This is an optimization exercise on Yosys and OpenROAD, whose aim is small area, not a production implementation.
In this exercise RTL edits were held to simulation tests only and were not proved equivalent to the original.
The clock port is modelled as an ideal driver; clocking choices that lean on that would not hold on a real chip.
Power and IR drop assume default switching activity.

// topmodule
module topmodule(input clk_in,
    input rst,
    input clr,
    input ent,
    input chg,
    output [4:0] led,
    output [3:0] AN,
    input [3:0] sw,
    output [6:0] seven_out
    );
Size in the first run: ~240 cells after synthesis, about 25 I/O pins, about 0.0024 mm^2 of cells after synthesis.
clock: 10.0 ns
lec_check: 0
abc_area: 1
cap_margin: 0
core_margin: 2
core_utilization: 40
gpl_timing_driven: 0
slew_margin: 0
standard.sh (not shown) runs the stock make flow with config.mk's settings and CLKGATE_MAP_FILE= SYNTH_SCRIPT=/design/flow/synth_recipe.tcl, a recipe that flattens the netlist after the stock synthesis.
==> flow/flow/run.sh <==
#!/bin/bash
# Layout flow: the standard synthesis; then the combinational logic is
# mapped again for area with a few ABC scripts (flip-flops kept exactly as
# synthesized) and the smallest result is kept; then the standard layout
# with the smallest buffer on the ports and a clock tree without dummy loads.
set -euo pipefail
W=$(pwd)
F=$W/flow
LIB=$FLOW_HOME/platforms/sky130hd/lib/sky130_fd_sc_hd__tt_025C_1v80.lib
R=$W/orfs/results/sky130hd/topmodule/base

bash standard.sh synth > $W/synth.log 2>&1
cp $R/1_2_yosys.v $W/std_synth.v

DU=$(grep -oE 'cell \("?sky130_fd_sc_hd__(lpflow|probe)[A-Za-z0-9_]*' $LIB | sed -E 's/cell \("?//' | tr '\n' ' ')
for s in $F/s*.abc; do
    n=$(basename $s .abc)
    RS_IN=$W/std_synth.v RS_OUT=$W/resynth_$n.v RS_LIB=$LIB RS_SCRIPT=$s RS_DONTUSE="$DU" \
        yosys -c $F/resynth.tcl > $W/resynth_$n.log 2>&1 &
    [[ $(jobs -r | wc -l) -ge ${NUM_CORES:-4} ]] && wait -n
done
wait
best=""; barea=""
for s in $F/s*.abc; do
    n=$(basename $s .abc)
    a=$(grep "Chip area for top module" $W/resynth_$n.log | awk '{print $NF}')
    echo "$n $a" >> $W/resynth_areas.txt
    if [[ -z "$barea" ]] || awk "BEGIN{exit !($a < $barea)}"; then best=$n; barea=$a; fi
done
echo "best $best $barea" >> $W/resynth_areas.txt
cp $W/resynth_$best.v $R/1_2_yosys.v
touch $R/1_2_yosys.v

export BUFFER_PORTS_ARGS="-buffer_cell sky130_fd_sc_hd__buf_1"
export CTS_ARGS="$(cat $F/cts_args)"
bash standard.sh finish > $W/layout.log 2>&1
==> flow/flow/cts_args <==
-sink_clustering_enable -repair_clock_nets -dont_use_dummy_load -sink_clustering_size 30 -sink_clustering_max_diameter 200 -buf_list sky130_fd_sc_hd__clkbuf_8
==> flow/flow/s13.abc <==
strash
dch -f
amap
topo
Other scripts of this flow, unchanged in this note and not shown: flow/flow/resynth.tcl, flow/flow/s1.abc, flow/flow/s10.abc, flow/flow/s11.abc, flow/flow/s12.abc, flow/flow/s2.abc, flow/flow/s3.abc, flow/flow/s4.abc, flow/flow/s5.abc, flow/flow/s6.abc, flow/flow/s7.abc, flow/flow/s8.abc, flow/flow/s9.abc
==> next run, changes <==
--- a/flow/flow/run.sh
+++ b/flow/flow/run.sh
@@ -3,5 +3,6 @@
 # mapped again for area with a few ABC scripts (flip-flops kept exactly as
 # synthesized) and the smallest result is kept; then the standard layout
-# with the smallest buffer on the ports and a clock tree without dummy loads.
+# with the smallest buffer on the ports and a clock tree without dummy loads
+# and with a small root buffer.
 set -euo pipefail
 W=$(pwd)
@@ -34,3 +35,4 @@
 export BUFFER_PORTS_ARGS="-buffer_cell sky130_fd_sc_hd__buf_1"
 export CTS_ARGS="$(cat $F/cts_args)"
+export POST_CTS_TCL=$F/post_cts.tcl
 bash standard.sh finish > $W/layout.log 2>&1
==> flow/flow/post_cts.tcl (new file) <==
# The clock root buffer only drives the few leaf buffers of the tree: use a
# small one.
set root [[ord::get_db_block] findInst clkbuf_0_clk_in]
if { $root != "NULL" } {
  replace_cell clkbuf_0_clk_in sky130_fd_sc_hd__clkbuf_2
  puts "post_cts: clock root buffer is now sky130_fd_sc_hd__clkbuf_2"
}
==> flow/flow/s13.abc (replaced) <==
strash
&get -n
&deepsyn -J 300 -T 100 -S 13
&put
dch -f
amap
topo
==> flow/flow/s14.abc (new file) <==
strash
&get -n
&deepsyn -J 300 -T 100 -S 14
&put
dch -f
amap
topo
==> flow/flow/s15.abc (new file) <==
strash
&get -n
&deepsyn -J 300 -T 100 -S 15
&put
dch -f
amap
topo
==> flow/flow/s16.abc (new file) <==
strash
&get -n
&deepsyn -J 300 -T 100 -S 16
&put
dch -f
amap
topo
==> flow/flow/s17.abc (new file) <==
strash
dch -f
amap
topo
Result:
- The changed run finished with timing, DRC and antenna clean
- non-clock buffer count is unchanged
- worst setup slack is worse by 0.068 ns
- clock skew is about the same
- hold slack hardly moves
==> next run, changes <==
--- a/flow/flow/run.sh
+++ b/flow/flow/run.sh
@@ -3,6 +3,5 @@
 # mapped again for area with a few ABC scripts (flip-flops kept exactly as
 # synthesized) and the smallest result is kept; then the standard layout
-# with the smallest buffer on the ports and a clock tree without dummy loads
-# and with a small root buffer.
+# with the smallest buffer on the ports and a clock tree without dummy loads.
 set -euo pipefail
 W=$(pwd)
@@ -35,4 +34,3 @@
 export BUFFER_PORTS_ARGS="-buffer_cell sky130_fd_sc_hd__buf_1"
 export CTS_ARGS="$(cat $F/cts_args)"
-export POST_CTS_TCL=$F/post_cts.tcl
 bash standard.sh finish > $W/layout.log 2>&1
==> flow/flow/cts_args (replaced) <==
-sink_clustering_enable -repair_clock_nets -dont_use_dummy_load -buf_list {sky130_fd_sc_hd__clkbuf_4 sky130_fd_sc_hd__clkbuf_8}
==> flow/flow/s13.abc (replaced) <==
strash
dch -f
amap
topo
removed: flow/flow/post_cts.tcl
removed: flow/flow/s14.abc
removed: flow/flow/s15.abc
removed: flow/flow/s16.abc
removed: flow/flow/s17.abc
Result: Combinational power is about the same. Worst setup slack gains 0.068 ns. Power rose by a few percent. Worst hold slack stays flat.

[separate check: timing with driven ports]
The flow's constraints put no driver on any port. The routed layouts listed below were extracted and timed again, unchanged, in two steps. Step 1 sets driving cells, clkbuf_16 on the clock port and buf_2 on the other inputs (assumed; they add their load-dependent delay and slew). Step 2 also shifts input and output timing later by t, the mid clock arrival at the registers, as if the neighbouring blocks saw the same clock. a / b / c = no drivers / after step 1 / after step 2; a / b = the first two.
| run | t (ns) | slack for setup (ns) | latest minus earliest clock arrival (ns) | worst data-port slew with drivers (ns) | cell pins on the clock port's net |
|---|---|---|---|---|---|
| the first run | 0.320 | 6.034 / 6.009 / 6.329 | 0.020 / 0.020 | 0.03 | 1 |
| the second run | 0.390 | 5.966 / 5.943 / 6.333 | 0.020 / 0.020 | 0.03 | 1 |
| the third run | 0.320 | 6.034 / 6.009 / 6.329 | 0.020 / 0.020 | 0.03 | 1 |
After both steps every run listed still meets setup and hold.
